Background: an optimization exercise with open tools, aiming at small area. Do not read the settings as production practice. Function was not checked in any run shown here: the RTL went through the layout flow alone. Power and IR drop assume default switching activity.

## flow/config.mk

```make
export PLATFORM = sky130hd
export DESIGN_NAME = alu_datamem_top
export DESIGN_NICKNAME = alu_datamem_top
export VERILOG_FILES = /design/flow/design.v
export SDC_FILE = /design/flow/constraint.sdc
export NUM_CORES = 4
export LEC_CHECK = 0
export CAP_MARGIN = 20
export CORE_MARGIN = 2
export CORE_UTILIZATION = 40
export CTS_BUF_LIST = sky130_fd_sc_hd__clkbuf_4
export SLEW_MARGIN = 20
export SYNTH_HIERARCHICAL = 1
export SYNTH_MINIMUM_KEEP_SIZE = 0
```

## flow/constraint.sdc

```tcl
create_clock -name core_clock -period 10.0 [get_ports {clk}]
set_input_delay 2.0000 -clock core_clock [delete_from_list [all_inputs] [get_ports {clk}]]
set_output_delay 2.0000 -clock core_clock [all_outputs]
set_load 0.01 [all_outputs]
```

## flow/design.v

```verilog
`timescale 1ns / 1ps
module TwoToOneMux(
input logic [15:0] a, b,
input logic sel_mux,
output logic [15:0] out
    );
    always_comb
        if (sel_mux)
            out = b;
        else
            out = a;
endmodule
module wb_bit(
input logic f, dmem, sel, rst,
output logic wd, wdz
    );
    assign wd  = sel ? dmem : f;
    assign wdz = wd & ~rst;
endmodule
module g_and2(input logic a, b, output logic y);
    assign y = a & b;
endmodule
module g_nand2(input logic a, b, output logic y);
    assign y = ~(a & b);
endmodule
module g_nand3(input logic a, b, c, output logic y);
    assign y = ~(a & b & c);
endmodule
module g_xor2(input logic a, b, output logic y);
    assign y = a ^ b;
endmodule
module g_xnor2(input logic a, b, output logic y);
    assign y = ~(a ^ b);
endmodule
module g_ha(input logic a, b, output logic s, c);
    assign s = a ^ b;
    assign c = a & b;
endmodule
module g_a21oi(input logic a1, a2, b1, output logic y);
    assign y = ~((a1 & a2) | b1);
endmodule
module g_o21ai(input logic a1, a2, b1, output logic y);
    assign y = ~((a1 | a2) & b1);
endmodule
module g_a22oi(input logic a1, a2, b1, b2, output logic y);
    assign y = ~((a1 & a2) | (b1 & b2));
endmodule
module g_a2bb2oi(input logic a1n, a2n, b1, b2, output logic y);
    assign y = ~((~a1n & ~a2n) | (b1 & b2));
endmodule
module g_a222oi(input logic a1, a2, b1, b2, c1, c2, output logic y);
    assign y = ~((a1 & a2) | (b1 & b2) | (c1 & c2));
endmodule
module g_mux2(input logic a, b, s, output logic y);
    assign y = s ? b : a;
endmodule
module g_mux2i(input logic a, b, s, output logic y);
    assign y = ~(s ? b : a);
endmodule
`timescale 1ns / 1ps
module alu_ctl(
input logic [3:0] s,
input logic big,                  
output logic add, sel_x, sel_g, sel_nbn, sra, sll, op6, op7
    );
    assign add     = (s == 4'd0);
    assign sel_nbn = (s != 4'd1);
    assign sel_g   = (s == 4'd2) | (s == 4'd3);
    assign sel_x   = (s == 4'd0) | (s == 4'd3) | s[3];
    assign sra     = (s == 4'd4);
    assign sll     = (s == 4'd5) & ~big;
    assign op6     = (s == 4'd6);
    assign op7     = (s == 4'd7);
endmodule
module sh_amt(
input logic [15:0] b,
output logic [3:0] amt,
output logic big
    );
    assign big = |b[15:4];
    assign amt = b[3:0] | {4{big}};
endmodule
module out_sel(
input logic x, sel_x, g, sel_g, yl, sll, b, sel_nbn, yr, sra,
output logic f
    );
    logic n0, n1;
    g_a222oi u0(.a1(x), .a2(sel_x), .b1(g), .b2(sel_g), .c1(yl), .c2(sll), .y(n0));
    g_a2bb2oi u1(.a1n(b), .a2n(sel_nbn), .b1(yr), .b2(sra), .y(n1));
    g_nand2 u2(.a(n0), .b(n1), .y(f));
endmodule
module slice_0(
input logic a, b, add, sel_x, sel_g, sel_nbn, yr, yl, sra, sll,
output logic f, coutn
    );
    logic p, g;
    g_ha    u_pg(.a(a), .b(b), .s(p), .c(g));
    g_nand2 u_c(.a(g), .b(add), .y(coutn));
    out_sel u_o(.x(p), .sel_x(sel_x), .g(g), .sel_g(sel_g), .yl(yl), .sll(sll),
                .b(b), .sel_nbn(sel_nbn), .yr(yr), .sra(sra), .f(f));
endmodule
module slice_e(
input logic a, b, cin, add, sel_x, sel_g, sel_nbn, yr, yl, sra, sll,
output logic f, coutn
    );
    logic p, g, gk, x;
    g_ha    u_pg(.a(a), .b(b), .s(p), .c(g));
    g_and2  u_gk(.a(g), .b(add), .y(gk));
    g_a21oi u_c(.a1(p), .a2(cin), .b1(gk), .y(coutn));
    g_xor2  u_x(.a(p), .b(cin), .y(x));
    out_sel u_o(.x(x), .sel_x(sel_x), .g(g), .sel_g(sel_g), .yl(yl), .sll(sll),
                .b(b), .sel_nbn(sel_nbn), .yr(yr), .sra(sra), .f(f));
endmodule
module slice_o(
input logic a, b, cinn, add, sel_x, sel_g, sel_nbn, yr, yl, sra, sll,
output logic f, cout
    );
    logic pn, g, gkn, x;
    g_xnor2 u_p(.a(a), .b(b), .y(pn));
    g_and2  u_g(.a(a), .b(b), .y(g));
    g_nand2 u_gk(.a(g), .b(add), .y(gkn));
    g_o21ai u_c(.a1(pn), .a2(cinn), .b1(gkn), .y(cout));
    g_xor2  u_x(.a(pn), .b(cinn), .y(x));
    out_sel u_o(.x(x), .sel_x(sel_x), .g(g), .sel_g(sel_g), .yl(yl), .sll(sll),
                .b(b), .sel_nbn(sel_nbn), .yr(yr), .sra(sra), .f(f));
endmodule
module br_flag(
input logic [15:0] a,
input logic op6, op7,
output logic take_branch
    );
    logic z;
    assign z = ~|a;
    assign take_branch = (op6 & z) | (op7 & ~z);
endmodule
module rshift(
input logic [15:0] r,
input logic [3:0] amt,
input logic fill,
output logic [15:0] y
    );
    logic fill_n;
    assign fill_n = ~fill;
    logic [15:0] l0, l1, l2;
    genvar i;
    for (i = 0; i < 16; i = i + 1) begin : g
        g_mux2i m0(.a(r[i]),  .b(i + 1 < 16 ? r[i + 1] : fill),    .s(amt[0]), .y(l0[i]));
        g_mux2i m1(.a(l0[i]), .b(i + 2 < 16 ? l0[i + 2] : fill_n), .s(amt[1]), .y(l1[i]));
        g_mux2i m2(.a(l1[i]), .b(i + 4 < 16 ? l1[i + 4] : fill),   .s(amt[2]), .y(l2[i]));
        g_mux2i m3(.a(l2[i]), .b(i + 8 < 16 ? l2[i + 8] : fill_n), .s(amt[3]), .y(y[i]));
    end
endmodule
module alu(
input logic signed [15:0] a,
input logic [15:0] b,
input logic [3:0] s,
output logic ovf, take_branch,
output logic [15:0] f
    );
    logic add, sel_x, sel_g, sel_nbn, sra, sll, op6, op7, big;
    logic [3:0] amt;
    logic [15:0] r, y;
    logic [16:1] c;    
    sh_amt  u_amt(.b(b), .amt(amt), .big(big));
    alu_ctl u_ctl(.s(s), .big(big), .add(add), .sel_x(sel_x), .sel_g(sel_g), .sel_nbn(sel_nbn),
                  .sra(sra), .sll(sll), .op6(op6), .op7(op7));
    genvar i;
    for (i = 0; i < 16; i = i + 1) begin : grev
        g_mux2 rv(.a(a[i]), .b(a[15 - i]), .s(s[0]), .y(r[i]));
    end
    rshift u_sh(.r(r), .amt(amt), .fill(a[15] & ~s[0]), .y(y));
    slice_0 s0(.a(a[0]), .b(b[0]), .add(add), .sel_x(sel_x), .sel_g(sel_g), .sel_nbn(sel_nbn),
               .yr(y[0]), .yl(y[15]), .sra(sra), .sll(sll), .f(f[0]), .coutn(c[1]));
    for (i = 1; i < 16; i = i + 1) begin : gs
        if (i % 2 == 1) begin : o
            slice_o sl(.a(a[i]), .b(b[i]), .cinn(c[i]), .add(add), .sel_x(sel_x), .sel_g(sel_g),
                       .sel_nbn(sel_nbn), .yr(y[i]), .yl(y[15 - i]), .sra(sra), .sll(sll),
                       .f(f[i]), .cout(c[i + 1]));
        end else begin : e
            slice_e sl(.a(a[i]), .b(b[i]), .cin(c[i]), .add(add), .sel_x(sel_x), .sel_g(sel_g),
                       .sel_nbn(sel_nbn), .yr(y[i]), .yl(y[15 - i]), .sra(sra), .sll(sll),
                       .f(f[i]), .coutn(c[i + 1]));
        end
    end
    g_xnor2 u_ovf(.a(c[15]), .b(c[16]), .y(ovf));
    br_flag u_br(.a(a), .op6(op6), .op7(op7), .take_branch(take_branch));
endmodule
`timescale 1ns / 1ps
module rdec(
input logic [2:0] a,
output logic [7:0] s
    );
    always_comb
        for (int i = 0; i < 8; i = i + 1)
            s[i] = (a == i);
endmodule
module wdec(
input logic [2:0] a,
input logic en, rst,
output logic [7:0] s
    );
    always_comb
        for (int i = 0; i < 8; i = i + 1)
            s[i] = rst | (en & (a == i));
endmodule
module rmux8(
input logic [7:0] d,
input logic [7:0] s,
output logic y
    );
    logic n0, n1, n2;
    g_a222oi u0(.a1(d[0]), .a2(s[0]), .b1(d[1]), .b2(s[1]), .c1(d[2]), .c2(s[2]), .y(n0));
    g_a222oi u1(.a1(d[3]), .a2(s[3]), .b1(d[4]), .b2(s[4]), .c1(d[5]), .c2(s[5]), .y(n1));
    g_a22oi  u2(.a1(d[6]), .a2(s[6]), .b1(d[7]), .b2(s[7]), .y(n2));
    g_nand3  u3(.a(n0), .b(n1), .c(n2), .y(y));
endmodule
module rport(
input logic [127:0] q,
input logic [2:0] addr,
output logic [15:0] data
    );
    logic [7:0] s;
    rdec dec(.a(addr), .s(s));
    genvar b;
    for (b = 0; b < 16; b = b + 1) begin : g
        rmux8 m(.d({q[112+b], q[96+b], q[80+b], q[64+b], q[48+b], q[32+b], q[16+b], q[b]}),
                .s(s), .y(data[b]));
    end
endmodule
`timescale 1ns / 1ps
module alu_datamem_top(input clk,	 
        input logic reset,
        input logic RegWrite,
        input logic [15:0] alu_input2_instr_src,
        input logic ALUSrc1, ALUSrc2,
        input logic [3:0] ALUOp,
        input logic MemToReg,
        input logic [2:0] regfile_ReadAddress1,	 
        input logic [2:0] regfile_ReadAddress2,	 
        input logic [2:0] regfile_WriteAddress,	 
        input logic [15:0] DataMemOut,
		output logic ovf_ctrl,
		output logic take_branch,
        output logic [15:0] alu_output,          
        output logic [15:0] regfile_WriteData,
        output logic [15:0] regfile_ReadData1,
        output logic [15:0] regfile_ReadData2,   
        output logic [15:0] alu_input1,
        output logic [15:0] alu_input2
    );
    (* mem2reg *) reg [15:0] mem [0:7];
    logic [7:0] we;
    logic [15:0] wdz;
    logic [127:0] q;
    wdec wdecode(.a(regfile_WriteAddress), .en(RegWrite), .rst(reset), .s(we));
    always @(posedge clk)
        for (int i = 0; i < 8; i = i + 1)
            if (we[i])
                mem[i] <= wdz;
    always_comb
        for (int i = 0; i < 8; i = i + 1)
            q[16 * i +: 16] = mem[i];
    rport rp1(.q(q), .addr(regfile_ReadAddress1), .data(regfile_ReadData1));
    rport rp2(.q(q), .addr(regfile_ReadAddress2), .data(regfile_ReadData2));
    assign alu_input1 = regfile_ReadData1 & {16{~ALUSrc1}};
    TwoToOneMux mux2(.a(regfile_ReadData2),.b(alu_input2_instr_src),.sel_mux(ALUSrc2),.out(alu_input2));
    alu sixteenbit_alu(
        .s(ALUOp),
        .a(alu_input1),
        .b(alu_input2),
        .f(alu_output),
        .ovf(ovf_ctrl),
        .take_branch(take_branch)
        );
    genvar i;
    for (i = 0; i < 16; i = i + 1) begin : gwb
        wb_bit w(.f(alu_output[i]), .dmem(DataMemOut[i]), .sel(MemToReg), .rst(reset),
                 .wd(regfile_WriteData[i]), .wdz(wdz[i]));
    end
endmodule
```

## flow/run.sh

```bash
#!/bin/bash
# synth_recipe.tcl (not shown) runs the flow's synth.tcl, then flattens the netlist and writes it again
# the make line also repeats each setting of config.mk as NAME=value (left out here)
make -C /OpenROAD-flow-scripts/flow DESIGN_CONFIG=/design/flow/config.mk WORK_HOME=/design/flow/orfs CLKGATE_MAP_FILE= SYNTH_SCRIPT=/design/flow/synth_recipe.tcl finish
```

==> flow_summary_export.csv, run 1 <==
group,metric,value,unit
run_status,status,"timing/DRC/antenna clean",
synthesis,synth_common_cells,"edfxtp_1, a222oi_1, mux2i_1",
die,die_y,148,µm
clock_tree,cts_sinks,128,
die,die_w,148,µm
setup_path,required,8.00,ns
clock_tree,cts-htree-levels,4,
synthesis,synthTopCellsByArea,"edfxtp_1, a222oi_1, mux2i_1, mux2_4, a22oi_2",
setup_path,cp_max_fo,8,
synthesis,synth-edff-count,128,
sta,holdWs,1.61,ns
cells_and_area,nets,849,
sta,fin_crit_sh,0.971,
sta,worst_pin_slew,1.02,ns
clock_tree,tritoncts,"yes",
grt,grt_remaining_overflow,0,
pwr,p_per_area,151,nW/µm²
cells_and_area,final.fill_count,1704,
pwr,ir_worst_vdd,118,µV
die,die_area,21800,µm²
synthesis,synth.yosys.seq_area_share,0.467,
grt,grt_start_max_net_pins,24,
sta,hold_viol_final,0,
clock_tree,clk_path_buf_depth,2,
synthesis,synth_nets,636,
synthesis,synth_top_flop_cell,"edfxtp_1",
placement,gp_congestion,0.926,
route,num_vias,6816,
synthesis,avgSynthCellArea,14.3,µm²
setup_path,startpoint_type,"input pin",
clock_tree,cts_buffers,17,
min_path,hp-class,"flip-flop to flip-flop",
synthesis,synthArstFlopShare,0,
setup_path,cp-end-kind,"primary output",
synthesis,synth_area,8240,µm²
grt,grt_pass1_vias,6924,
grt,track_usage,0.264,
die,io-pin-count,149,
route,drt-total-wl,29.1,mm
synthesis,post-synth-top-count-cell,"edfxtp_1",
placement,portBuffers,148,
synthesis,ys_ff_latch,128,
die,initial_core_util,0.407,
synthesis,yosysTopAreaCell,"edfxtp_1",
route,avgViaCountPerCell,6.35,
cells_and_area,reg_top3,"mem x128",
route,drtAntennaViolNets,0,
synthesis,synth_top_area_frac,0.467,
route,drt_iter0_drc,1085,
setup_path,slowest_delay,0.63,ns
synthesis,synth_cell_types,41,
synthesis,yosysWarnings,10,
cells_and_area,syn_to_final_growth,31.3,%
sta,clock.fmax,103,MHz
pwr,leakagePower,4.33,nW
placement,dpl.hpwl,21.5,mm
die,rows,52,
route,drtPass1Iterations,10,
run,drv_cap,0,
sta,setup_viol,0,
clock_tree,clock_latency,0.53,ns
grt,grt_pass1_wl,43.1,mm
setup_path,cpMostUsedCell,"a21oi_2",
sta,slew_headroom,0.320,
sta,rsz0062_at_grt,"false",
clock_tree,root_buffer,"clkbuf_4",
placement,placed_area,10400,µm²
cells_and_area,design_area,10800,µm²
setup_path,crit_arrival,7.71,ns
cells_and_area,largest_reg_flops,128,
sta,fin_skew,0.0173,ns
route,drcViolationCount,0,
synthesis,syn_inst,577,
sta,drv_slew,0,
setup_path,crit_type,"input pin to primary output",
grt,grt_antenna_before_repair,1,
sta,tns,0,ns
clock_tree,path_clk_slew,0.11,ns
cells_and_area,largest-register,"mem",
sta,fin_crit,9.71,ns
cells_and_area,drive_above_1_share,0.309,
die,core-area,20200,µm²
setup_path,crit_slowest_cell,"clkdlybuf4s50_1",
route,wire_per_inst,27.1,µm
[path summary, 6_finish.rpt]
check        cells past startpoint  slack [ns]                    start               endpoint
max reg2reg                     22        4.83      mem[0][2]$_DFFE_PP_   mem[5][15]$_DFFE_PP_
min reg2reg                      8        1.61      mem[4][2]$_DFFE_PP_    mem[6][2]$_DFFE_PP_
max                             25        0.29  regfile_ReadAddress2[2]  regfile_WriteData[15]
min                              8        1.61      mem[4][2]$_DFFE_PP_    mem[6][2]$_DFFE_PP_
[cells in the final DEF (no fill, tap or decap), types with 6 or more instances in the layout]
master,n
a2bb2oi_2,16
a21oi_2,7
buf_4,50
clkbuf_4,18
bufinv_16,6
a22oi_2,32
nor2b_2,7
and2b_2,6
ha_1,8
mux2i_1,64
and2_1,15
edfxtp_1,128
a222oi_1,80
nand3_1,33
xor2_1,16
nor3b_2,6
clkdlybuf4s50_1,146
nand2_1,25
mux2_4,42
and3b_2,6
mux2_2,6
xnor2_1,9
nor2b_4,18
[what timing repair did]
| item | in CTS | in global routing |
|---|---|---|
| endpoints found under the setup margin | 0 | 4 |
| buffers inserted | 0 | 0 |
| hold buffers | 0 | 0 |
| resized for setup | 0 | 5 |
[stage by stage]
| stage | setup WS [ns] | utilization | std cells | power, mW |
|---|---|---|---|---|
| floorplan | 1.03 | - | 577 | 0.937 |
| global placement | 0.113 | 0.515 | 1041 | 1.18 |
| detailed placement | 0.102 | 0.515 | 1041 | 1.19 |
| CTS | 0.0982 | 0.533 | 1073 | 1.63 |
| global route | 0.0271 | 0.534 | 1074 | 1.69 |
| finish | 0.295 | 0.534 | 1074 | 1.63 |
[kinds of logic (layout without fill, tap and decap cells)]
logic type	after synthesis	count (layout)	synth area share
AOI/OAI and AO/OA	152	152	0.198
DFF	128	128	0.467
muxes	113	113	0.164
and+or+nand+nor	144	144	0.126
other	0	1	0
buffers and inverters	7	233	0.00699
xor gates and xnor gates	25	25	0.0266
adders and majority gates	8	8	0.0122
[per-module statistics from Yosys (local to each module, per instance), a selection]
| module | times used | flip-flops and latches | cell area, µm² |
|---|---|---|---|
| g_and2 | 15 | 0 | 6.26 |
| g_mux2 | 16 | 0 | 15.0 |
| g_nand2 | 25 | 0 | 3.75 |
| alu_datamem_top | 1 | 128 | 3990 |
| sh_amt | 1 | 0 | 77.6 |
| g_a21oi | 7 | 0 | 8.76 |
| g_a22oi | 32 | 0 | 12.5 |
| g_a222oi | 80 | 0 | 10.0 |
| rshift | 1 | 0 | 3.75 |
| g_ha | 8 | 0 | 12.5 |
| g_xnor2 | 9 | 0 | 8.76 |
[area by class of cell]
type	instances	area [µm²]	area share
timing repair buffer	198	1850	0.171
clock buffer	18	135	0.0125
antenna	1	2.50	0.000231
inverter	3	11.3	0.00104
multi-input combinational	442	4400	0.407
tap	270	338	0.0312
clock inverter	14	238	0.0220
sequential	128	3840	0.355
[worst max-delay path: cells and delay by family]
kind,cells,cell delay (ns)
xor gates and xnor gates,1,0.18
muxes,2,0.66
buffers and inverters,3,1.29
and+or+nand+nor,3,0.47
adders and majority gates,1,0.32
AOI/OAI and AO/OA,15,2.79
[where the power goes]
| group | total [mW] | leakage, nW | switching [mW] | internal, mW |
|---|---|---|---|---|
| logic | 0.502 | 2.83 | 0.258 | 0.244 |
| registers | 0.684 | 1.32 | 0.0298 | 0.654 |
| clock network | 0.443 | 0.185 | 0.192 | 0.251 |
[routing by layer]
layer  vias up  track usage  wire, µm
met5         -            0         0
li1       2968            -         -
met1      3370        0.349     11400
met3        53       0.0383      2630
met2       425        0.449     14400
met4         0       0.0856       600
==> inputs of run 2 (changes only) <==
==> flow/flow/run.sh (new file) <==
#!/bin/bash
# Standard ORFS flow, with two changes to how the layout is made:
#  - before floorplan, combinational cells are set to their smallest drive strength
#    (downsize.tcl); the flow's repair steps size up what timing and loads need;
#  - port buffers are the smallest buffer cell.
set -uo pipefail
F=$PWD/flow
bash standard.sh PRE_FLOORPLAN_TCL=$F/downsize.tcl \
  "BUFFER_PORTS_ARGS=-buffer_cell sky130_fd_sc_hd__buf_1" finish > make_finish.log 2>&1
==> flow/flow/downsize.tcl (new file) <==
# Before floorplan: put every combinational cell at the smallest drive strength of its
# function (the repair steps later size up whatever timing, slew or load needs).
set n 0
foreach inst [get_cells *] {
  set ref [get_property $inst ref_name]
  if { ![regexp {^(sky130_fd_sc_hd__[a-z0-9]+)_([0-9]+)$} $ref -> base drive] } { continue }
  set lc [get_lib_cells $ref]
  if { [get_property $lc is_sequential] } { continue }
  set best $ref
  set best_area [get_property $lc area]
  set best_drive $drive
  foreach cand [get_lib_cells ${base}_*] {
    set cname [get_property $cand name]
    if { ![regexp {^sky130_fd_sc_hd__[a-z0-9]+_([0-9]+)$} $cname -> cdrive] } { continue }
    if { [get_property $cand dont_use] } { continue }
    set a [get_property $cand area]
    if { $a < $best_area - 1e-6 || ($a < $best_area + 1e-6 && $cdrive > $best_drive && $a <= [get_property $lc area]) } {
      set best $cname
      set best_area $a
      set best_drive $cdrive
    }
  }
  if { $best ne $ref } {
    replace_cell $inst $best
    incr n
  }
}
puts "downsize: replaced $n cells"
==> flow/standard.sh (new file) <==
#!/bin/bash
# synth_recipe.tcl (not shown) runs the flow's synth.tcl, then flattens the netlist and writes it again
# the make line also repeats each setting of config.mk as NAME=value (left out here)
make -C /OpenROAD-flow-scripts/flow DESIGN_CONFIG=/design/flow/config.mk WORK_HOME=/design/flow/orfs CLKGATE_MAP_FILE= SYNTH_SCRIPT=/design/flow/synth_recipe.tcl "${@:-finish}"
removed: flow/run.sh
==> run 2 against run 1 <==
Compared with the run above:
- the run now fails in floorplan
==> flow_summary_export.csv, run 2 <==
group,metric,value,unit
run_status,error,"Error: floorplan.tcl, 5 liberty_cell objects do not have a is_sequential property.",
synthesis,yosysWarnings,10,
run_status,lastStage,"floorplan",
run_status,status,"stopped before the end",
==> inputs of run 3 (changes only) <==
--- a/flow/flow/downsize.tcl
+++ b/flow/flow/downsize.tcl
@@ -4,8 +4,8 @@
 foreach inst [get_cells *] {
   set ref [get_property $inst ref_name]
   if { ![regexp {^(sky130_fd_sc_hd__[a-z0-9]+)_([0-9]+)$} $ref -> base drive] } { continue }
+  if { [regexp {__(s?e?s?df|s?dl|conb|tap|fill|decap|diode)} $ref] } { continue }
   set lc [get_lib_cells $ref]
-  if { [get_property $lc is_sequential] } { continue }
   set best $ref
   set best_area [get_property $lc area]
   set best_drive $drive
==> run 3 against run 2 <==
Compared with the run above:
- the run now finishes clean
==> flow_summary_export.csv, run 3 <==
group,metric,value,unit
grt,grt_remaining_overflow,0,
cells_and_area,final_cell_mix,"buf_1, edfxtp_1, a222oi_1, mux2i_1, mux2_2",
clock_tree,tritoncts,"yes",
setup_path,crit_type,"input pin to primary output",
grt,grt_start_max_net_pins,25,
sta,drv_slew,0,
setup_path,crit_arrival,7.54,ns
pwr,p_int,0.976,mW
die,io-pin-count,149,
setup_path,required,8.00,ns
pwr,ir_worst_vdd,94.0,µV
sta,fin_crit_sh,0.954,
clock_tree,cts-htree-levels,4,
die,die_area,20000,µm²
placement,portBuffers,148,
sta,rsz0062_at_grt,"false",
pwr,power_frac_seq,0.476,
grt,grt_antenna_before_repair,1,
min_path,hold-path-cell-count,7,
setup_path,cp_max_fo,8,
cells_and_area,largest-register,"mem",
die,rows,50,
die,core-area,18600,µm²
clock_tree,clk_path_buf_depth,2,
clock_tree,cts_buffers,17,
die,die_y,141,µm
grt,track_usage,0.265,
pwr,clkPwrFrac,0.270,
sta,tns,0,ns
setup_path,cp-end-kind,"primary output",
cells_and_area,nets,828,
sta,holdWs,1.70,ns
sta,setup_viol,0,
pwr,p_sw_frac,0.317,
sta,fin_skew,0.0219,ns
die,initial_core_util,0.406,
route,num_vias,6709,
cells_and_area,layout_commonest_cell,"buf_1",
route,wire_per_inst,26.7,µm
grt,grt_pass1_vias,6566,
cells_and_area,drive_above_1_share,0.159,
clock_tree,cts_setup_buffers,0,
clock_tree,clock_latency,0.53,ns
sta,clock.fmax,105,MHz
cells_and_area,reg_top3,"mem x128",
setup_path,r2r_cells,24,
placement,gp_congestion,1.00,
min_path,hp-class,"flip-flop to flip-flop",
sta,hold_viol_final,0,
synthesis,synth_nets,636,
clock_tree,path_clk_slew,0.12,ns
placement,dpl.hpwl,20.1,mm
pwr,p_per_area,159,nW/µm²
clock_tree,root_buffer,"clkbuf_4",
synthesis,syn_inst,577,
sta,fin_crit,9.54,ns
pwr,power_frac_comb,0.254,
run_status,status,"timing/DRC/antenna clean",
die,die_w,141,µm
route,drtAntennaViolNets,0,
clock_tree,cts_sinks,128,
cells_and_area,largest_reg_flops,128,
route,drt-total-wl,27.1,mm
clock_tree,cts_resized,0,
cells_and_area,final.fill_count,1709,
pwr,leakagePower,3.56,nW
grt,grt_pass1_wl,39.7,mm
clock_tree,ctsHoldBuffers,0,
run,drv_cap,0,
setup_path,startpoint_type,"input pin",
sta,slew_headroom,0.267,
route,avgViaCountPerCell,6.60,
sta,worst_pin_slew,1.10,ns
route,drtPass1Iterations,10,
synthesis,yosysWarnings,10,
route,drt_iter0_drc,1215,
pwr,p_switching,0.452,mW
route,drcViolationCount,0,
## run 3: through the flow
step | setup WS (ns) | total power [mW] | instance area [µm²] | std cells | util
after global placement | 0.717 | 1.04 | 8660 | 984 | 0.464
after CTS | 0.576 | 1.43 | 8980 | 1016 | 0.482
after global routing | 0.101 | 1.49 | 8980 | 1017 | 0.482
after detailed placement | 0.577 | 1.05 | 8660 | 984 | 0.465
after floorplan | 0.990 | 0.893 | 7560 | 577 | -
final | 0.457 | 1.43 | 8980 | 1017 | 0.482
## run 3: metal layers
| metal | GRT usage | vias to the layer above | part of all wire |
|---|---|---|---|
| li1 | - | 2934 | - |
| met5 | 0 | - | 0 |
| met2 | 0.455 | 401 | 0.50 |
| met1 | 0.339 | 3330 | 0.40 |
| met4 | 0.0889 | 0 | 0.026 |
| met3 | 0.0469 | 44 | 0.082 |
## run 3: worst paths after layout
| path | to | from | slack [ns] |
|---|---|---|---|
| max | regfile_WriteData[15] | regfile_ReadAddress2[2] | 0.46 |
| min | mem[6][0]$_DFFE_PP_ | mem[7][0]$_DFFE_PP_ | 1.70 |
| max reg2reg | mem[7][15]$_DFFE_PP_ | mem[0][0]$_DFFE_PP_ | 4.22 |
| min reg2reg | mem[6][0]$_DFFE_PP_ | mem[7][0]$_DFFE_PP_ | 1.70 |
## run 3: power groups by stage
stage	logic, mW	clock network (mW)	registers, mW
floorplan	0.212	0	0.682
global placement	0.354	0	0.689
detailed placement	0.356	0	0.692
CTS	0.358	0.388	0.679
global route	0.387	0.415	0.685
finish	0.362	0.386	0.680
## run 3: cell type report
class	count	area (µm²)	share of cell area
Sequential cell	128	3840	0.428
Tap cell	234	293	0.0326
Inverter	3	11.3	0.00125
Clock buffer	17	128	0.0142
Timing Repair Buffer	177	773	0.0861
Antenna cell	1	2.50	0.000279
Multi-Input combinational cell	442	3740	0.417
Clock inverter	15	191	0.0213
## run 3: critical path: stages
cell and delay [ns]:
buf_1 0.27, and3b_1 0.29, a222oi_1 0.39, nand3_1 0.21, mux2_2 0.36, xnor2_1 0.25
o21ai_1 0.14, a21oi_1 0.24, o21ai_1 0.16, a21oi_1 0.22, o21ai_1 0.14, a21oi_1 0.23
o21ai_1 0.14, a21oi_1 0.23, o21ai_1 0.15, a21oi_1 0.25, o21ai_1 0.15, a21oi_1 0.24
o21ai_1 0.17, a21oi_1 0.32, xor2_1 0.12, a222oi_1 0.33, nand2_1 0.12, mux2_2 0.29
buf_1 0.14
==> inputs of run 4 (changes only) <==
==> flow/flow/run.sh (replaced) <==
#!/bin/bash
# Standard ORFS flow, with these changes to how the layout is made:
#  - before floorplan, combinational cells are set to their smallest drive strength
#    (downsize.tcl); the flow's repair steps size up what timing and loads need;
#  - port buffers are the smallest buffer cell;
#  - clock tree synthesis without dummy balancing loads.
set -uo pipefail
F=$PWD/flow
bash standard.sh PRE_FLOORPLAN_TCL=$F/downsize.tcl \
  "BUFFER_PORTS_ARGS=-buffer_cell sky130_fd_sc_hd__buf_1" \
  "CTS_ARGS=-sink_clustering_enable -repair_clock_nets -buf_list sky130_fd_sc_hd__clkbuf_4 -dont_use_dummy_load" \
  finish > make_finish.log 2>&1
--- a/flow/config.mk
+++ b/flow/config.mk
@@ -7,8 +7,8 @@
 export LEC_CHECK = 0
 export CAP_MARGIN = 20
 export CORE_MARGIN = 2
-export CORE_UTILIZATION = 40
-export CTS_BUF_LIST = sky130_fd_sc_hd__clkbuf_4
+export CORE_UTILIZATION = 60
+export GPL_TIMING_DRIVEN = 0
 export SLEW_MARGIN = 20
 export SYNTH_HIERARCHICAL = 1
 export SYNTH_MINIMUM_KEEP_SIZE = 0
==> run 4 against run 3 <==
Compared with the run above:
- clock power decreased by 42%
- hold slack worse by 0.060 ns
- clock skew is 0.010 ns higher
- critical path depth increased by 1
- combinational power is 2% higher
- largest power group unchanged
==> flow_summary_export.csv, run 4 <==
group,metric,value,unit
sta,slew_headroom,0.244,
setup_path,crit_family,"compound AO/OA/AOI/OAI gates",
setup_path,cp_max_fo,16,
min_path,hold-path-cell-count,7,
cells_and_area,nets,837,
clock_tree,cts_sinks,128,
route,wire_per_inst,27.9,µm
setup_path,r2r-end,"mem[7][15]$_DFFE_PP_",
clock_tree,clock_latency,0.53,ns
die,die_y,116,µm
setup_path,crit_buf_inv,2,
clock_tree,clk_path_buf_depth,2,
setup_path,crit-reg2reg-launch,"mem[0][1]$_DFFE_PP_",
cells_and_area,design_area,8920,µm²
synthesis,yosysWarnings,10,
cells_and_area,drive_above_1_share,0.186,
cells_and_area,diodes,0,
setup_path,r2r_cells,23,
grt,grt_antenna_before_repair,0,
cells_and_area,final_cell_mix,"buf_1, edfxtp_1, a222oi_1, mux2i_1, mux2_2",
placement,portBuffers,147,
sta,hold_viol_final,0,
setup_path,r2r_slack,4.18,ns
route,drt_iter0_drc,1252,
die,die_area,13500,µm²
run,drv_cap,0,
cells_and_area,reg_top3,"mem x128",
pwr,total_power,1.27,mW
min_path,min_from,"mem[4][8]$_DFFE_PP_",
clock_tree,root_buffer,"clkbuf_4",
setup_path,slowest_delay,0.55,ns
pwr,clkPwrFrac,0.177,
die,core-area,12500,µm²
sta,fin_crit_sh,0.962,
pwr,leakagePower,3.56,nW
min_path,hold_path_end,"mem[4][8]$_DFFE_PP_",
die,initial_core_util,0.607,
pwr,power_frac_seq,0.533,
pwr,ir_worst_vdd,147,µV
setup_path,cpMostUsedCell,"o21ai_1",
placement,gp_congestion,0.948,
cells_and_area,final_core_util,0.716,
route,drcViolationCount,0,
synthesis,syn_inst,577,
sta,holdWs,1.64,ns
sta,fin_skew,0.0321,ns
route,avgViaCountPerCell,7.20,
cells_and_area,final.fill_count,942,
setup_path,crit_arrival,7.62,ns
pwr,p_switching,0.412,mW
placement,placed_area,8500,µm²
cells_and_area,multi_input_area,3860,µm²
setup_path,crit_start,"regfile_ReadAddress2[0]",
route,drtPass1Iterations,10,
die,die_w,116,µm
clock_tree,path_clk_slew,0.09,ns
pwr,power_frac_comb,0.290,
grt,grt_remaining_overflow,0,
cells_and_area,regArea,3840,µm²
cells_and_area,largest-register,"mem",
sta,fin_crit,9.62,ns
run_status,status,"timing/DRC/antenna clean",
route,drt-total-wl,26.4,mm
pwr,p_sw_frac,0.324,
grt,grt_pass1_vias,6499,
die,io-pin-count,149,
pwr,p_int,0.861,mW
min_path,hp-class,"flip-flop to flip-flop",
sta,setup_viol,0,
cells_and_area,layout_commonest_cell,"buf_1",
grt,track_usage,0.389,
die,rows,41,
grt,grt_pass1_wl,37.7,mm
grt,grt_start_max_net_pins,25,
sta,drv_slew,0,
setup_path,startpoint_type,"input pin",
clock_tree,cts_buffers,17,
pwr,p_per_area,143,nW/µm²
setup_path,crit_slowest_cell,"and3b_4",
sta,worst_pin_slew,1.13,ns
placement,dpl.hpwl,18.1,mm
route,num_vias,6829,
clock_tree,cts-htree-levels,4,
setup_path,required,8.00,ns
synthesis,synth_nets,636,
route,drtAntennaViolNets,0,
sta,clock.fmax,104,MHz
cells_and_area,largest_reg_flops,128,
setup_path,crit_type,"input pin to primary output",
clock_tree,tritoncts,"yes",
setup_path,cp-end-kind,"primary output",
[run 4: how the worst max path moves through the flow]
stage,end,slack [ns],depth (start not counted)
2_1_floorplan,regfile_WriteData[15],0.99,24
3_3_place_gp,regfile_WriteData[15],-1.61,26
3_5_place_dp,regfile_WriteData[15],-0.29,27
4_1_cts,regfile_WriteData[15],0.008,26
5_1_grt,regfile_WriteData[15],-0.01,27
6_report,regfile_WriteData[15],0.38,26
[run 4: metal layers]
layer	track usage	up-vias	wire, µm
met2	0.630	535	12800
met5	0	-	0
met3	0.0939	86	3290
met4	0.196	0	1060
li1	-	2923	-
met1	0.492	3285	9280
[run 4: cell type report]
class                   instances  area share
plain buffers                   4     0.00168
flip-flops and latches        128       0.431
well taps                     172      0.0241
multi-input cells             442       0.433
clock buffers                  17      0.0143
repair buffers                182      0.0952
inverters                       3     0.00126
[run 4: worst register-to-register path, stage by stage, from the launching register on]
cell,delay (ns)
edfxtp_1,0.39
a222oi_1,0.44
nand3_1,0.20
and2b_1,0.30
xnor2_1,0.19
o21ai_1,0.23
a21oi_1,0.16
o21ai_2,0.29
a21oi_1,0.15
o21ai_1,0.27
a21oi_1,0.14
o21ai_1,0.24
a21oi_1,0.13
o21ai_1,0.28
a21oi_2,0.12
o21ai_2,0.28
a21oi_2,0.12
o21ai_1,0.27
a21oi_2,0.12
xor2_1,0.18
a222oi_1,0.35
nand2_1,0.17
mux2_2,0.29
nor2b_1,0.21
[run 4: power groups by stage]
stage	clock, mW	combinational, mW	sequential [mW]
floorplan	0	0.212	0.682
global placement	0	0.335	0.685
detailed placement	0	0.346	0.690
CTS	0.228	0.353	0.678
global route	0.249	0.391	0.684
finish	0.225	0.369	0.679
[run 4: timing repair]
item	CTS	global route
setup endpoints to repair	6	4
buffers inserted	5	13
pin swaps	0	2
hold buffers	0	0
gates resized for setup	25	10
[run 4: stage by stage]
stage               worst slack [ns]  TNS (ns)  instances
floorplan                      0.990         0        577
global placement               -1.61    -12.33        896
detailed placement            -0.289    -0.391        910
CTS                          0.00835         0        932
global route                 -0.0127   -0.0127        948
finish                         0.376         0        948
==> inputs of run 5 (changes only) <==
--- a/flow/design.v
+++ b/flow/design.v
@@ -57,6 +57,18 @@
 module g_mux2i(input logic a, b, s, output logic y);
     assign y = ~(s ? b : a);
 endmodule
+module g_a21boi(input logic a1, a2, b1n, output logic y);
+    assign y = ~((a1 & a2) | ~b1n);
+endmodule
+module g_nor2b(input logic a, bn, output logic y);
+    assign y = ~(a | ~bn);
+endmodule
+module g_a221oi(input logic a1, a2, b1, b2, c1, output logic y);
+    assign y = ~((a1 & a2) | (b1 & b2) | c1);
+endmodule
+module g_a21o(input logic a1, a2, b1, output logic y);
+    assign y = (a1 & a2) | b1;
+endmodule
 `timescale 1ns / 1ps
 module alu_ctl(
 input logic [3:0] s,
@@ -72,13 +84,62 @@
     assign op6     = (s == 4'd6);
     assign op7     = (s == 4'd7);
 endmodule
-module sh_amt(
+module sh_ctl(
 input logic [15:0] b,
-output logic [3:0] amt,
-output logic big
+input logic s0, a15,
+output logic big,
+output logic [3:0] ka,           
+output logic [3:0] kb,           
+output logic f1, f2, f3,         
+output logic amt3, amt3n, fc     
+    );
+    logic [3:0] amt;
+    logic fill;
+    assign big  = |b[15:4];
+    assign amt  = b[3:0] | {4{big}};
+    assign fill = a15 & ~s0;
+    assign ka = {s0 & amt[0], s0 & ~amt[0], ~s0 & amt[0], ~s0 & ~amt[0]};
+    assign kb = {amt[2] & amt[1], amt[2] & ~amt[1], ~amt[2] & amt[1], ~amt[2] & ~amt[1]};
+    assign f1 = ~fill & (amt[1] | amt[2]);
+    assign f2 = ~fill & amt[2];
+    assign f3 = ~fill & amt[2] & amt[1];
+    assign amt3  = amt[3];
+    assign amt3n = ~amt[3];
+    assign fc = fill & amt[3];
+endmodule
+module shifter(
+input logic [15:0] a,
+input logic [3:0] ka, kb,
+input logic f1, f2, f3, amt3, amt3n, fc, s0n,
+output logic [15:0] y
     );
-    assign big = |b[15:4];
-    assign amt = b[3:0] | {4{big}};
+    logic [15:0] lan, lb, n1, n2;
+    genvar i;
+    for (i = 0; i < 15; i = i + 1) begin : l1
+        g_a222oi u0(.a1(a[i]), .a2(ka[0]), .b1(a[i + 1]), .b2(ka[1]), .c1(a[15 - i]), .c2(ka[2]), .y(n1[i]));
+        g_a21boi u1(.a1(a[14 - i]), .a2(ka[3]), .b1n(n1[i]), .y(lan[i]));
+    end
+    g_a22oi l1_15(.a1(a[15]), .a2(s0n), .b1(a[0]), .b2(ka[2]), .y(lan[15]));
+    for (i = 0; i < 16; i = i + 1) begin : l2
+        if (i < 10) begin : a4
+            g_a222oi u0(.a1(lan[i]), .a2(kb[0]), .b1(lan[i + 2]), .b2(kb[1]), .c1(lan[i + 4]), .c2(kb[2]), .y(n2[i]));
+            g_a21boi u1(.a1(lan[i + 6]), .a2(kb[3]), .b1n(n2[i]), .y(lb[i]));
+        end else if (i < 12) begin : a3
+            g_a222oi u0(.a1(lan[i]), .a2(kb[0]), .b1(lan[i + 2]), .b2(kb[1]), .c1(lan[i + 4]), .c2(kb[2]), .y(n2[i]));
+            g_nor2b  u1(.a(f3), .bn(n2[i]), .y(lb[i]));
+        end else if (i < 14) begin : a2
+            g_a221oi u0(.a1(lan[i]), .a2(kb[0]), .b1(lan[i + 2]), .b2(kb[1]), .c1(f2), .y(lb[i]));
+        end else begin : a1
+            g_a21oi  u0(.a1(lan[i]), .a2(kb[0]), .b1(f1), .y(lb[i]));
+        end
+    end
+    for (i = 0; i < 16; i = i + 1) begin : l3
+        if (i < 8) begin : m
+            g_mux2 u(.a(lb[i]), .b(lb[i + 8]), .s(amt3), .y(y[i]));
+        end else begin : e
+            g_a21o u(.a1(lb[i]), .a2(amt3n), .b1(fc), .y(y[i]));
+        end
+    end
 endmodule
 module out_sel(
 input logic x, sel_x, g, sel_g, yl, sll, b, sel_nbn, yr, sra,
@@ -133,23 +194,6 @@
     assign z = ~|a;
     assign take_branch = (op6 & z) | (op7 & ~z);
 endmodule
-module rshift(
-input logic [15:0] r,
-input logic [3:0] amt,
-input logic fill,
-output logic [15:0] y
-    );
-    logic fill_n;
-    assign fill_n = ~fill;
-    logic [15:0] l0, l1, l2;
-    genvar i;
-    for (i = 0; i < 16; i = i + 1) begin : g
-        g_mux2i m0(.a(r[i]),  .b(i + 1 < 16 ? r[i + 1] : fill),    .s(amt[0]), .y(l0[i]));
-        g_mux2i m1(.a(l0[i]), .b(i + 2 < 16 ? l0[i + 2] : fill_n), .s(amt[1]), .y(l1[i]));
-        g_mux2i m2(.a(l1[i]), .b(i + 4 < 16 ? l1[i + 4] : fill),   .s(amt[2]), .y(l2[i]));
-        g_mux2i m3(.a(l2[i]), .b(i + 8 < 16 ? l2[i + 8] : fill_n), .s(amt[3]), .y(y[i]));
-    end
-endmodule
 module alu(
 input logic signed [15:0] a,
 input logic [15:0] b,
@@ -158,17 +202,17 @@
 output logic [15:0] f
     );
     logic add, sel_x, sel_g, sel_nbn, sra, sll, op6, op7, big;
-    logic [3:0] amt;
-    logic [15:0] r, y;
+    logic [3:0] ka, kb;
+    logic f1, f2, f3, amt3, amt3n, fc;
+    logic [15:0] y;
     logic [16:1] c;    
-    sh_amt  u_amt(.b(b), .amt(amt), .big(big));
+    sh_ctl  u_shc(.b(b), .s0(s[0]), .a15(a[15]), .big(big), .ka(ka), .kb(kb),
+                  .f1(f1), .f2(f2), .f3(f3), .amt3(amt3), .amt3n(amt3n), .fc(fc));
     alu_ctl u_ctl(.s(s), .big(big), .add(add), .sel_x(sel_x), .sel_g(sel_g), .sel_nbn(sel_nbn),
                   .sra(sra), .sll(sll), .op6(op6), .op7(op7));
+    shifter u_sh(.a(a), .ka(ka), .kb(kb), .f1(f1), .f2(f2), .f3(f3), .amt3(amt3), .amt3n(amt3n),
+                 .fc(fc), .s0n(~s[0]), .y(y));
     genvar i;
-    for (i = 0; i < 16; i = i + 1) begin : grev
-        g_mux2 rv(.a(a[i]), .b(a[15 - i]), .s(s[0]), .y(r[i]));
-    end
-    rshift u_sh(.r(r), .amt(amt), .fill(a[15] & ~s[0]), .y(y));
     slice_0 s0(.a(a[0]), .b(b[0]), .add(add), .sel_x(sel_x), .sel_g(sel_g), .sel_nbn(sel_nbn),
                .yr(y[0]), .yl(y[15]), .sra(sra), .sll(sll), .f(f[0]), .coutn(c[1]));
     for (i = 1; i < 16; i = i + 1) begin : gs
--- a/flow/config.mk
+++ b/flow/config.mk
@@ -7,7 +7,7 @@
 export LEC_CHECK = 0
 export CAP_MARGIN = 20
 export CORE_MARGIN = 2
-export CORE_UTILIZATION = 60
+export CORE_UTILIZATION = 55
 export GPL_TIMING_DRIVEN = 0
 export SLEW_MARGIN = 20
 export SYNTH_HIERARCHICAL = 1
==> run 5 against run 4 <==
Compared with the run above:
- core utilization shrank 5.3 points
- synthesized cell count rose by 1.2%
- count of clock-buffer cells in the layout is the same
- routed wire length up 6.0%
- design area decreased by 1.6%
- clock skew up 0.012 ns
- cell count is 0.21% higher
- register-to-register slack worse by 0.03 ns
- non-clock buffer count down 9
- sequential power is essentially flat
==> flow_summary_export.csv, run 5 <==
group,metric,value,unit
run_status,status,"timing/DRC/antenna clean",
pwr,ir_worst_vdd,98.7,µV
sta,tns,0,ns
pwr,p_switching,0.421,mW
grt,grt_pass1_vias,6605,
route,drcViolationCount,0,
setup_path,required,8.00,ns
die,rows,42,
setup_path,cp_max_fo,15,
cells_and_area,layout_commonest_cell,"buf_1",
setup_path,crit_family,"simple AND/OR/NAND/NOR gates",
sta,drv_slew,0,
sta,setup_viol,0,
clock_tree,cts_sinks,128,
die,core-area,13200,µm²
sta,fin_crit_sh,0.969,
sta,slew_headroom,0.252,
cells_and_area,largest-register,"mem",
die,initial_core_util,0.564,
placement,dpl.hpwl,18.9,mm
placement,gp_congestion,0.942,
sta,fin_skew,0.0441,ns
run,drv_cap,0,
setup_path,cp-end-kind,"primary output",
route,wire_per_inst,29.5,µm
sta,fin_crit,9.69,ns
clock_tree,cts_buffers,17,
clock_tree,root_buffer,"clkbuf_4",
setup_path,cpMostUsedCell,"buf_1",
pwr,clkPwrFrac,0.180,
synthesis,syn_inst,584,
placement,portBuffers,147,
pwr,p_sw_frac,0.330,
cells_and_area,multi_input_area,3790,µm²
cells_and_area,final_cell_mix,"buf_1, edfxtp_1, a222oi_1, mux2_2",
synthesis,yosysWarnings,10,
sta,rsz0062_at_grt,"false",
grt,grt_pass1_wl,39.7,mm
clock_tree,cts-htree-levels,4,
min_path,hp-class,"flip-flop to flip-flop",
sta,worst_pin_slew,1.12,ns
route,drtAntennaViolNets,0,
setup_path,crit_slowest_cell,"buf_1",
placement,pre_cts_ws,-0.163,ns
die,io-pin-count,149,
pwr,p_int,0.855,mW
route,drtPass1Iterations,10,
grt,grt_start_max_net_pins,18,
sta,clock.fmax,103,MHz
grt,grt_antenna_before_repair,1,
grt,track_usage,0.375,
clock_tree,clk_path_buf_depth,2,
cells_and_area,final.fill_count,1054,
clock_tree,tritoncts,"yes",
setup_path,crit_start,"ALUSrc2",
die,die_w,121,µm
pwr,power_frac_comb,0.288,
setup_path,startpoint_type,"input pin",
cells_and_area,drive_above_1_share,0.173,
cells_and_area,nets,834,
sta,fin_ws,0.311,ns
route,avgViaCountPerCell,7.55,
pwr,leakagePower,3.11,nW
sta,hold_viol_final,0,
route,drt-total-wl,28.0,mm
cells_and_area,largest_reg_flops,128,
die,die_area,14500,µm²
synthesis,synth_nets,643,
route,drt_iter0_drc,1641,
grt,grt_remaining_overflow,0,
cells_and_area,regArea,3840,µm²
setup_path,crit_type,"input pin to primary output",
setup_path,slowest_delay,0.84,ns
setup_path,crit_arrival,7.69,ns
clock_tree,path_clk_slew,0.10,ns
clock_tree,clock_latency,0.54,ns
pwr,power_frac_seq,0.532,
setup_path,r2r_slack,4.15,ns
pwr,p_per_area,145,nW/µm²
setup_path,crit_buf_inv,4,
min_path,min_from,"mem[4][11]$_DFFE_PP_",
setup_path,crit-reg2reg-launch,"mem[0][9]$_DFFE_PP_",
route,num_vias,7173,
setup_path,crit_chain,"buf_1 > buf_1 > mux2_2 > nor4_1 > nand3_1 > buf_1 > nor3_2 > a222oi_1 > a21boi_1 > a222oi_1 > nor2b_1 > mux2_2 > a222oi_1 > nand2_1 > mux2_2 > buf_1",
die,die_y,121,µm
cells_and_area,reg_top3,"mem x128",
-- run 5: metrics by stage --
stage | area, µm² | utilization | hold WS, ns | total power [mW] | cells
after floorplan | 7470 | - | 1.67 | 0.891 | 584
after global placement | 8240 | 0.622 | 1.64 | 1.02 | 907
after detailed placement | 8470 | 0.639 | 1.68 | 1.04 | 922
after CTS | 8640 | 0.652 | 1.70 | 1.26 | 939
after global routing | 8780 | 0.663 | 1.79 | 1.32 | 950
final | 8780 | 0.663 | 1.71 | 1.28 | 950
-- run 5: metal layers --
layer  GRT usage  share of wire  up-vias
li1            -              -     3011
met1       0.483           0.36     3482
met2       0.602           0.47      597
met3      0.0939           0.12       83
met4       0.166          0.039        0
met5           0              0        -
-- run 5: worst reg2reg max path, cell delays in order (launching register included) --
cell,delay [ns]
edfxtp_1,0.40
a222oi_1,0.42
nand3_1,0.21
mux2_2,0.37
nor4_1,0.34
nand3_1,0.32
buf_1,0.36
nor3_2,0.75
a222oi_1,0.27
a21boi_1,0.24
a222oi_1,0.41
nor2b_1,0.26
mux2_2,0.24
a222oi_1,0.10
nand2_1,0.26
mux2_2,0.24
nor2b_1,0.40
-- run 5: power by group through the flow --
stage                     combinational (mW)  clock, mW  sequential [mW]
after floorplan                        0.209          0            0.682
after global placement                 0.338          0            0.685
after detailed placement               0.348          0            0.689
after CTS                              0.352      0.230            0.677
after global routing                   0.387      0.251            0.684
final                                  0.368      0.229            0.679
-- run 5: timing repair --
action,CTS,global route
endpoints found under the setup margin,1,4
resized for setup,14,20
gates cloned,0,0
pin swaps,0,2
buffers inserted,0,10
hold buffers,0,0
-- run 5: worst paths after layout --
check                               end  cells past startpoint
setup / recovery  regfile_WriteData[12]                     16
setup reg to reg   mem[3][12]$_DFFE_PP_                     16
hold / removal     mem[3][11]$_DFFE_PP_                      7
hold reg to reg    mem[3][11]$_DFFE_PP_                      7
-- run 5: layout make-up --
class	count	share of cell area
Buffer	5	0.00214
Tap cell	176	0.0251
Timing Repair Buffer	172	0.0875
Sequential cell	128	0.438
Inverter	3	0.00128
Multi-Input combinational cell	448	0.431
Antenna cell	1	0.000285
Clock buffer	17	0.0145

re-timing with driven ports:
No port has a modelled driver above. Below, the same layouts with a new extraction and two added sets of constraints.
Step 1 (the two cells are an assumption about what drives the block):
set clk [get_ports {clk}]
set_driving_cell -lib_cell sky130_fd_sc_hd__clkbuf_16 $clk
set_driving_cell -lib_cell sky130_fd_sc_hd__buf_2 [delete_from_list [all_inputs] $clk]
Step 2, shift: input delay + t, output delay - t, t = (earliest + latest rising clock arrival at the registers) / 2. This alone moves slack from input paths to output paths.
a / b / c = ideal / step 1 / step 2; a / b = the first two.
run | t, ns | setup WS [ns] | slew at the worst register clock pin (ns) | pins driven straight from the clock port
run 1 | 0.561 | 0.295 / 0.270 / 0.270 | 0.12 / 0.12 | 1
run 3 | 0.551 | 0.457 / 0.422 / 0.422 | 0.12 / 0.12 | 1
run 4 | 0.543 | 0.376 / 0.352 / 0.352 | 0.11 / 0.11 | 1
run 5 | 0.552 | 0.311 / 0.286 / 0.286 | 0.12 / 0.12 | 1
After both steps every run listed still meets setup and hold. The setup slack of run 3, which loses most, moves by -0.035 ns with the drivers and by -0.035 ns with both steps.
